From an optimization exercise on the open Yosys and OpenROAD flow, aimed at small area and a short achievable clock period; shortcuts taken in it are not production practice. Only simulation tests tie the RTL to the original design; equivalence was not proved.

==> module Slave, before the edit <==
module Slave (
    input  wire        pclk,
    input  wire        presetn,
    input  wire        acc,
    input  wire        rw,
    input  wire [6:0]  addr,
    input  wire [31:0] wdata,
    output reg  [31:0] prdata
);
    reg [31:0] mem [0:127];
    wire wr = acc & rw;
    wire rd = acc & ~rw;
    wire [7:0]  plo = 8'b1 << addr[2:0];
    wire [15:0] phi = 16'b1 << addr[6:3];
    wire [127:0] rsel, rsel_h, wsel;
    genvar i, b, g;
    generate
        for (i = 0; i < 128; i = i + 1) begin : g_word
            AND3 u_r (.a(plo[i % 8]), .b(phi[i / 8]), .c(rd), .y(rsel[i]));
            AND3 u_rh (.a(plo[i % 8]), .b(phi[i / 8]), .c(rd), .y(rsel_h[i]));
            AND3 u_w (.a(plo[i % 8]), .b(phi[i / 8]), .c(wr), .y(wsel[i]));
            always @(posedge pclk)
                if (wsel[i])
                    mem[i] <= wdata;
        end
    endgenerate
    wire [31:0] nxt;
    generate
        for (b = 0; b < 32; b = b + 1) begin : g_bit
            wire [42:0] y;
            wire [127:0] rs = (b < 16) ? rsel : rsel_h;
            for (g = 0; g < 42; g = g + 1) begin : g_aoi
                AOI222 u (.a0(mem[3*g][b]), .s0(rs[3*g]),
                          .a1(mem[3*g+1][b]), .s1(rs[3*g+1]),
                          .a2(mem[3*g+2][b]), .s2(rs[3*g+2]), .y(y[g]));
            end
            AOI222 u_last (.a0(mem[126][b]), .s0(rs[126]),
                           .a1(mem[127][b]), .s1(rs[127]),
                           .a2(prdata[b]), .s2(~rd), .y(y[42]));
            wire [10:0] z;
            for (g = 0; g < 10; g = g + 1) begin : g_and
                AND4 u (.a(y[4*g]), .b(y[4*g+1]), .c(y[4*g+2]), .d(y[4*g+3]), .y(z[g]));
            end
            AND3 u_a3 (.a(y[40]), .b(y[41]), .c(y[42]), .y(z[10]));
            wire [2:0] w;
            AND4 u_w0 (.a(z[0]), .b(z[1]), .c(z[2]),  .d(z[3]), .y(w[0]));
            AND4 u_w1 (.a(z[4]), .b(z[5]), .c(z[6]),  .d(z[7]), .y(w[1]));
            AND3 u_w2 (.a(z[8]), .b(z[9]), .c(z[10]), .y(w[2]));
            NAND3 u_f (.a(w[0]), .b(w[1]), .c(w[2]), .y(nxt[b]));
        end
    endgenerate
    always @(posedge pclk or negedge presetn) begin
        if (!presetn)
            prdata <= 32'b0;
        else
            prdata <= nxt;
    end
endmodule
Settings: LEC_CHECK=0, CAP_MARGIN=20, CELL_PAD_IN_SITES_DETAIL_PLACEMENT=0, CELL_PAD_IN_SITES_GLOBAL_PLACEMENT=0, CORE_MARGIN=2, CORE_UTILIZATION=66, CTS_CLUSTER_DIAMETER=100, CTS_CLUSTER_SIZE=25, PLACE_DENSITY=0.75, SLEW_MARGIN=20, SYNTH_HIERARCHICAL=1, SYNTH_MINIMUM_KEEP_SIZE=0; clock period 9.0 ns.
standard.sh (not shown) runs the stock make flow with config.mk's settings and CLKGATE_MAP_FILE= SYNTH_SCRIPT=/design/flow/synth_recipe.tcl, a recipe that flattens the netlist after the stock synthesis.
==> flow/flow/run.sh <==
#!/bin/bash
set -euo pipefail
bash standard.sh \
  SETUP_SLACK_MARGIN=6 \
  "BUFFER_PORTS_ARGS=-buffer_cell sky130_fd_sc_hd__buf_4" \
  finish > flow_make.log 2>&1
The first run completed without violations.
Edit:
--- a/flow/design.v
+++ b/flow/design.v
@@ -32,10 +32,9 @@
     wire [7:0]  plo = 8'b1 << addr[2:0];
     wire [15:0] phi = 16'b1 << addr[6:3];
-    wire [127:0] rsel, rsel_h, wsel;
+    wire [127:0] rsel, wsel;
     genvar i, b, g;
     generate
         for (i = 0; i < 128; i = i + 1) begin : g_word
             AND3 u_r (.a(plo[i % 8]), .b(phi[i / 8]), .c(rd), .y(rsel[i]));
-            AND3 u_rh (.a(plo[i % 8]), .b(phi[i / 8]), .c(rd), .y(rsel_h[i]));
             AND3 u_w (.a(plo[i % 8]), .b(phi[i / 8]), .c(wr), .y(wsel[i]));
             always @(posedge pclk)
@@ -48,12 +47,11 @@
         for (b = 0; b < 32; b = b + 1) begin : g_bit
             wire [42:0] y;
-            wire [127:0] rs = (b < 16) ? rsel : rsel_h;
             for (g = 0; g < 42; g = g + 1) begin : g_aoi
-                AOI222 u (.a0(mem[3*g][b]), .s0(rs[3*g]),
-                          .a1(mem[3*g+1][b]), .s1(rs[3*g+1]),
-                          .a2(mem[3*g+2][b]), .s2(rs[3*g+2]), .y(y[g]));
+                AOI222 u (.a0(mem[3*g][b]), .s0(rsel[3*g]),
+                          .a1(mem[3*g+1][b]), .s1(rsel[3*g+1]),
+                          .a2(mem[3*g+2][b]), .s2(rsel[3*g+2]), .y(y[g]));
             end
-            AOI222 u_last (.a0(mem[126][b]), .s0(rs[126]),
-                           .a1(mem[127][b]), .s1(rs[127]),
+            AOI222 u_last (.a0(mem[126][b]), .s0(rsel[126]),
+                           .a1(mem[127][b]), .s1(rsel[127]),
                            .a2(prdata[b]), .s2(~rd), .y(y[42]));
             wire [10:0] z;
Outcome:
- worst setup slack degrades by 210 ps
- routed wire length went down by a few percent
- die area went down slightly
- global-route usage went down by 2.2 points
- area after synthesis went down slightly

==> port drivers added, routing unchanged <==
In the flow no input, the clock included, has a driving cell. The finished layouts below were timed again as built, in two steps. Step 1: set_driving_cell puts a clkbuf_16 on pclk and a buf_2 on each other input, an assumption about the parent block. Step 2 adds t to the input delays and takes it off the output delays; t is the mean of the earliest and latest rising clock arrival at the registers after step 1. Input paths then give back, and output paths get back, about the clock's delay inside the block. a / b / c = no drivers / after step 1 / after step 2; a / b = the first two.
run | t, ns | setup WS [ns] | worst data-port slew with drivers (ns) | cell pins on the clock port's net
the first run | 0.964 | 5.456 / 5.332 / 4.369 | 0.32 | 1
the second run | 0.978 | 5.246 / 5.181 / 4.204 | 0.17 | 1
After both steps setup and hold are still met in every run listed. The setup slack of the first run, which loses most, moves by -0.124 ns with the drivers and by -1.087 ns with both steps.
